From an optimization exercise on the open Yosys and OpenROAD flow, aimed at small area; shortcuts taken in it are not production practice.
Function was checked by simulation only, so behaviour that the tests miss may differ from the original.
The clock input has no modelled driver; a real chip could not lean on it and would need a root buffer or a full tree.
Power is estimated from default activity; no workload was simulated.

xenon:
==> flow/design.v <==
module cpu (
  input  logic       CLOCK,
  input  logic       RESET,
  input  logic [7:0] read_bus,
  output logic [3:0] ctrl_bus,
  output logic [7:0] addr_bus,
  output logic [7:0] write_bus,
  output logic [7:0] OUT
);
  logic [3:0] st;
  logic       init_slot;
  logic [3:0] ph;    
  logic [7:0] a, l, ip, sp, t, opc, mar;
  logic       fc, fz, fs, fo, cy;
  logic is_cmp, is_arith, is_push, is_pop, is_jmp, is_jcc, is_jump, is_data, is_nop, is_hlt, is_nh;
  assign is_cmp   = (opc[7:6] == 2'b10);
  assign is_arith = (opc[7:6] == 2'b01) | is_cmp;
  assign is_push  = (opc[7:3] == 5'b11000);
  assign is_pop   = (opc[7:3] == 5'b11001);
  assign is_jmp   = (opc == 8'b11010000);
  assign is_jcc   = (opc[7:4] == 4'b1110);
  assign is_jump  = is_jmp | is_jcc;
  assign is_data  = ~(opc[7] & opc[6]) | is_push | is_pop;    
  assign is_nop   = (opc == 8'b11111110);
  assign is_nh    = ~is_data & ~is_jump;                       
  assign is_hlt   = is_nh & ~is_nop;
  logic [2:0] sm, dm;
  assign sm = is_pop ? 3'b101 : is_jump ? 3'b011 : opc[2:0];
  assign dm = is_push ? 3'b101 : is_pop ? opc[2:0] : opc[5:3];
  logic cb, taken;
  always_comb begin
    case (opc[3:1])
      3'b000:  cb = fo;
      3'b001:  cb = fc;
      3'b010:  cb = fz;
      3'b011:  cb = fc | fz;
      3'b100:  cb = fs;
      3'b101:  cb = ~opc[0];
      3'b110:  cb = fs ^ fo;
      default: cb = fz | (fs ^ fo);
    endcase
    taken = is_jmp | (cb ^ opc[0]);
  end
  logic a_bit, d_bit;
  logic [7:0] phs;   
  assign phs = {~ph[2] & ph[3], ~ph[1] & ph[2], ~ph[0] & ph[1], ph[3] & ph[0],
                ph[2] & ~ph[3], ph[1] & ~ph[2], ph[0] & ~ph[1], ~ph[3] & ~ph[0]};
  assign a_bit = |(a & phs);
  assign d_bit = |(read_bus & phs);
  logic xa, xsp, xip, xd, yt, yd, y1, neg, cin;
  logic ld_ip, ld_sp, ld_spl, ld_t, ld_l, clr_l, ld_f, ld_a, ld_opc, sh_mar, ld_mar, we, init;
  logic ph0, ph1, ph7;
  assign ph0 = phs[0];
  assign ph1 = phs[1];
  assign ph7 = phs[7];
  logic s_fa, s_fb, s_sa, s_sb, s_sc, s_da, s_db, s_cm;
  assign s_fa = ~st[3] & ~st[0];
  assign s_fb =  st[0] & ~st[1];
  assign s_sa =  st[1] & ~st[2];
  assign s_sb =  st[2] & ~st[3];
  assign s_sc =  st[3] &  st[0];
  assign s_da = ~st[0] &  st[1];
  assign s_db = ~st[1] &  st[2];
  assign s_cm = ~st[2] &  st[3];
  logic dst_ph, adr_sl, val_sl;
  logic [2:0] m;
  assign dst_ph = s_da | s_db | s_cm;
  assign m      = dst_ph ? dm : sm;
  assign adr_sl = s_sa | s_da;
  assign val_sl = s_sc | s_cm;
  assign xip    = s_fa | (adr_sl & m[1]) | (s_sc & is_jump);
  assign xa     = (adr_sl & ~m[1] & ~m[2]) | (val_sl & (m == 3'b000));
  assign xsp    = s_sb | (adr_sl & ~m[1] & m[2]) | (val_sl & (m == 3'b100));
  assign xd     = (s_sc & ~is_jump & (m[1:0] != 2'b00)) | (s_cm & (m[1] ^ m[0]));
  assign yt     = s_cm;
  assign yd     = s_sc & is_jump & taken;
  assign y1     = s_da & is_push;
  assign neg    = s_cm & is_cmp;
  assign cin    = s_fa | (adr_sl & m[1]) | s_sb;
  assign ld_ip  = (s_fa & ~is_hlt) | (s_sa & m[1] & ~is_nh) | (s_sc & is_jump)
                | (s_da & m[1] & ~m[0] & is_data);
  assign ld_sp  = (s_sb & is_pop) | (s_da & is_push);
  assign ld_spl = s_fa & is_data & (dm == 3'b100);
  assign ld_t   = s_sc;
  assign ld_l   = (s_sc & is_data & ~is_cmp) | (s_cm & is_arith & ~is_cmp);
  assign clr_l  = (s_sa & ~is_data) | init_slot;
  assign init   = init_slot;
  assign ld_f   = s_cm & is_arith;
  assign ld_a   = s_fa & is_data & (dm == 3'b000) & ph0;
  assign ld_opc = s_fb & ph1;
  assign sh_mar = s_fa | s_sa | s_da;
  assign ld_mar = ph1 & (s_sb | s_db) & (m[1:0] == 2'b10);
  assign we     = s_fa & ph0 & is_data & ((dm == 3'b101) | (dm[1:0] == 2'b10));
  logic xb, yb, seen, b, ci, sum, co;
  assign xb   = (xa & a_bit) | (xsp & sp[0]) | (xip & ip[0]) | (xd & d_bit);
  assign yb   = (yt & t[0]) | (yd & d_bit) | y1;
  assign seen = ~ph0 & fo;
  assign b    = yb ^ (neg & seen);
  assign ci   = ph0 ? cin : cy;
  assign sum  = xb ^ b ^ ci;
  assign co   = (xb & b) | (xb & ci) | (b & ci);
  always_ff @(posedge CLOCK) begin
    if (RESET) begin
      st <= 4'b1000;
      init_slot <= 1'b1;
      ph <= 4'd0;
      a  <= 8'd0;
      fc <= 1'b0; fz <= 1'b0; fs <= 1'b0; fo <= 1'b0;
      opc[7:6] <= 2'b00;
      opc[4:3] <= 2'b11;
    end else begin
      ph <= {ph[2:0], ~ph[3]};
      if (ph7) begin
        st <= {st[2:0], ~st[3]};
        init_slot <= 1'b0;
      end
      if (ld_a) a <= l;
      if (ld_f) begin
        fz <= (ph0 | fz) & ~sum;
        fo <= ph7 ? (~xb & ~(yb ^ neg) & sum) : (seen | yb);
        if (ph7) begin
          fs <= sum;
          fc <= co;
        end
      end
      if (ld_opc) begin
        opc[7:6] <= read_bus[7:6];
        opc[4:3] <= read_bus[4:3];
      end
    end
  end
  always_ff @(posedge CLOCK) begin
    cy <= co;
    l  <= {clr_l ? 1'b0 : ld_l ? sum : l[0], l[7:1]};
    ip <= {init | (ld_ip ? sum : ip[0]), ip[7:1]};
    sp <= {init ? ph7 : ld_sp ? sum : ld_spl ? l[0] : sp[0], sp[7:1]};
    t  <= {ld_t ? sum : t[0], t[7:1]};
    if (ld_opc) begin
      opc[5]   <= read_bus[5];
      opc[2:0] <= read_bus[2:0];
    end
    if (ld_mar) mar <= read_bus;
    else if (sh_mar) mar <= {sum, mar[7:1]};
  end
  assign addr_bus  = mar;
  assign write_bus = l;
  assign ctrl_bus  = {2'b00, we, 1'b0};
  assign OUT       = a;
endmodule
Settings: LEC_CHECK=0, ABC_AREA=1, CAP_MARGIN=20, CORE_MARGIN=2, CORE_UTILIZATION=70, SLEW_MARGIN=20; clock period 5.0 ns.
standard.sh (not shown) runs the stock make flow with config.mk's settings and CLKGATE_MAP_FILE= SYNTH_SCRIPT=/design/flow/synth_recipe.tcl, a recipe that flattens the netlist after the stock synthesis.
==> flow/flow/run.sh <==
#!/bin/bash
# The standard layout (standard.sh) with these changes:
#  - synthesis maps logic with the ABC script flow/abc_area.script (ABC_AREA is 1);
#    everything else in synthesis is the standard one, so the registers are the same;
#  - ports are buffered with sky130_fd_sc_hd__buf_1;
#  - in place of the clock tree, the clock port drives four clkbuf_8, each placed at the
#    centre of a quarter of the flip-flops and driving their clock pins (flow/clock_buffers.tcl).
# make's output goes to standard.log; each step's log is in orfs/logs/.
set -euo pipefail
rm -rf scripts_local
cp -r "$FLOW_HOME/scripts" scripts_local
cp flow/abc_area.script scripts_local/abc_area.script
export SCRIPTS_DIR="$(pwd)/scripts_local"
export BUFFER_PORTS_ARGS="-buffer_cell sky130_fd_sc_hd__buf_1"
export PRE_CTS_TCL="$(pwd)/flow/clock_buffers.tcl"
export CTS_ONE_BUF=sky130_fd_sc_hd__clkbuf_8
export CTS_NBUF=4
bash standard.sh > standard.log 2>&1
Other scripts of this flow, unchanged in this note and not shown: flow/flow/abc_area.script, flow/flow/clock_buffers.tcl
Inputs modified between xenon and indigo:
diff --git a/flow/design.v b/flow/design.v
--- a/flow/design.v
+++ b/flow/design.v
@@ -60,38 +60,34 @@
   assign s_sb =  st[2] & ~st[3];
   assign s_sc =  st[3] &  st[0];
   assign s_da = ~st[0] &  st[1];
   assign s_db = ~st[1] &  st[2];
   assign s_cm = ~st[2] &  st[3];
-  logic dst_ph, adr_sl, val_sl;
-  logic [2:0] m;
-  assign dst_ph = s_da | s_db | s_cm;
-  assign m      = dst_ph ? dm : sm;
-  assign adr_sl = s_sa | s_da;
-  assign val_sl = s_sc | s_cm;
-  assign xip    = s_fa | (adr_sl & m[1]) | (s_sc & is_jump);
-  assign xa     = (adr_sl & ~m[1] & ~m[2]) | (val_sl & (m == 3'b000));
-  assign xsp    = s_sb | (adr_sl & ~m[1] & m[2]) | (val_sl & (m == 3'b100));
-  assign xd     = (s_sc & ~is_jump & (m[1:0] != 2'b00)) | (s_cm & (m[1] ^ m[0]));
+  assign xip    = s_fa | (s_sa & sm[1]) | (s_sc & is_jump) | (s_da & dm[1]);
+  assign xa     = (s_sa & ~sm[1] & ~sm[2]) | (s_sc & (sm == 3'b000)) | (s_da & ~dm[1] & ~dm[2])
+                | (s_cm & (dm == 3'b000));
+  assign xsp    = s_sb | (s_sa & ~sm[1] & sm[2]) | (s_sc & (sm == 3'b100)) | (s_da & ~dm[1] & dm[2])
+                | (s_cm & (dm == 3'b100));
+  assign xd     = (s_sc & ~is_jump & (sm[1:0] != 2'b00)) | (s_cm & (dm[1] ^ dm[0]));
   assign yt     = s_cm;
   assign yd     = s_sc & is_jump & taken;
   assign y1     = s_da & is_push;
   assign neg    = s_cm & is_cmp;
-  assign cin    = s_fa | (adr_sl & m[1]) | s_sb;
-  assign ld_ip  = (s_fa & ~is_hlt) | (s_sa & m[1] & ~is_nh) | (s_sc & is_jump)
-                | (s_da & m[1] & ~m[0] & is_data);
+  assign cin    = s_fa | (s_sa & sm[1]) | s_sb | (s_da & dm[1]);
+  assign ld_ip  = (s_fa & ~is_hlt) | (s_sa & sm[1] & ~is_nh) | (s_sc & is_jump)
+                | (s_da & dm[1] & ~dm[0] & is_data);
   assign ld_sp  = (s_sb & is_pop) | (s_da & is_push);
   assign ld_spl = s_fa & is_data & (dm == 3'b100);
   assign ld_t   = s_sc;
   assign ld_l   = (s_sc & is_data & ~is_cmp) | (s_cm & is_arith & ~is_cmp);
   assign clr_l  = (s_sa & ~is_data) | init_slot;
   assign init   = init_slot;
   assign ld_f   = s_cm & is_arith;
   assign ld_a   = s_fa & is_data & (dm == 3'b000) & ph0;
   assign ld_opc = s_fb & ph1;
   assign sh_mar = s_fa | s_sa | s_da;
-  assign ld_mar = ph1 & (s_sb | s_db) & (m[1:0] == 2'b10);
+  assign ld_mar = ph1 & ((s_sb & (sm[1:0] == 2'b10)) | (s_db & (dm[1:0] == 2'b10)));
   assign we     = s_fa & ph0 & is_data & ((dm == 3'b101) | (dm[1:0] == 2'b10));
   logic xb, yb, seen, b, ci, sum, co;
   assign xb   = (xa & a_bit) | (xsp & sp[0]) | (xip & ip[0]) | (xd & d_bit);
   assign yb   = (yt & t[0]) | (yd & d_bit) | y1;
   assign seen = ~ph0 & fo;
Diff xenon -> indigo: compound-gate portion of the synthesized area saw an increase; power held; clock skew after layout neither gained nor lost much.
indigo has number of optimization iterations in the first detailed-route pass below what xenon had.
[compare] base=xenon new=indigo: finished layout cell area went down 13 um^2; area after synthesis dropped about 0.7%; time the worst path needs with I/O delays and setup +0.15 ns.
Sort xenon and indigo by area added between synthesis and finish asc -> top: xenon
indigo went all the way through synthesis, placement and routing and the layout is clean on timing, DRC and antenna.
Fmax: indigo vs xenon down about 4%
indigo vs xenon, end point of the critical path: fo$_SDFFE_PP0P_ vs mar[7]$_DFFE_PP_
In every run of this note, the design's own scripts or RTL, not TritonCTS, make the clock network.

==> separate check: timing with driven ports <==
The results above use ideal ports. As a check the final layouts listed here were re-extracted and re-timed, cells and wires unchanged.
Step 1 (the two cells are an assumption about what drives the block):
set clk [get_ports {CLOCK}]
set_driving_cell -lib_cell sky130_fd_sc_hd__clkbuf_16 $clk
set_driving_cell -lib_cell sky130_fd_sc_hd__buf_2 [delete_from_list [all_inputs] $clk]
Step 2, shift: input delay + t, output delay - t, t = (earliest + latest rising clock arrival at the registers) / 2. This alone moves slack from input paths to output paths.
Three values: no drivers, after step 1, after step 2; two values: the first two.
| run | shift t [ns] | slack for setup (ns) | worst hold slack (ns) | slew at the worst register clock pin (ns) | worst slew at a driven data input, ns |
|---|---|---|---|---|---|
| xenon | 0.211 | 1.243 / 1.243 / 1.243 | 0.322 / 0.322 / 0.322 | 0.10 / 0.10 | 0.04 |
| indigo | 0.214 | 1.094 / 1.094 / 1.011 | 0.334 / 0.334 / 0.334 | 0.11 / 0.11 | 0.03 |
After both steps setup and hold are still met in every run listed. The setup slack of indigo, which loses most, moves by 0.000 ns with the drivers and by -0.083 ns with both steps.
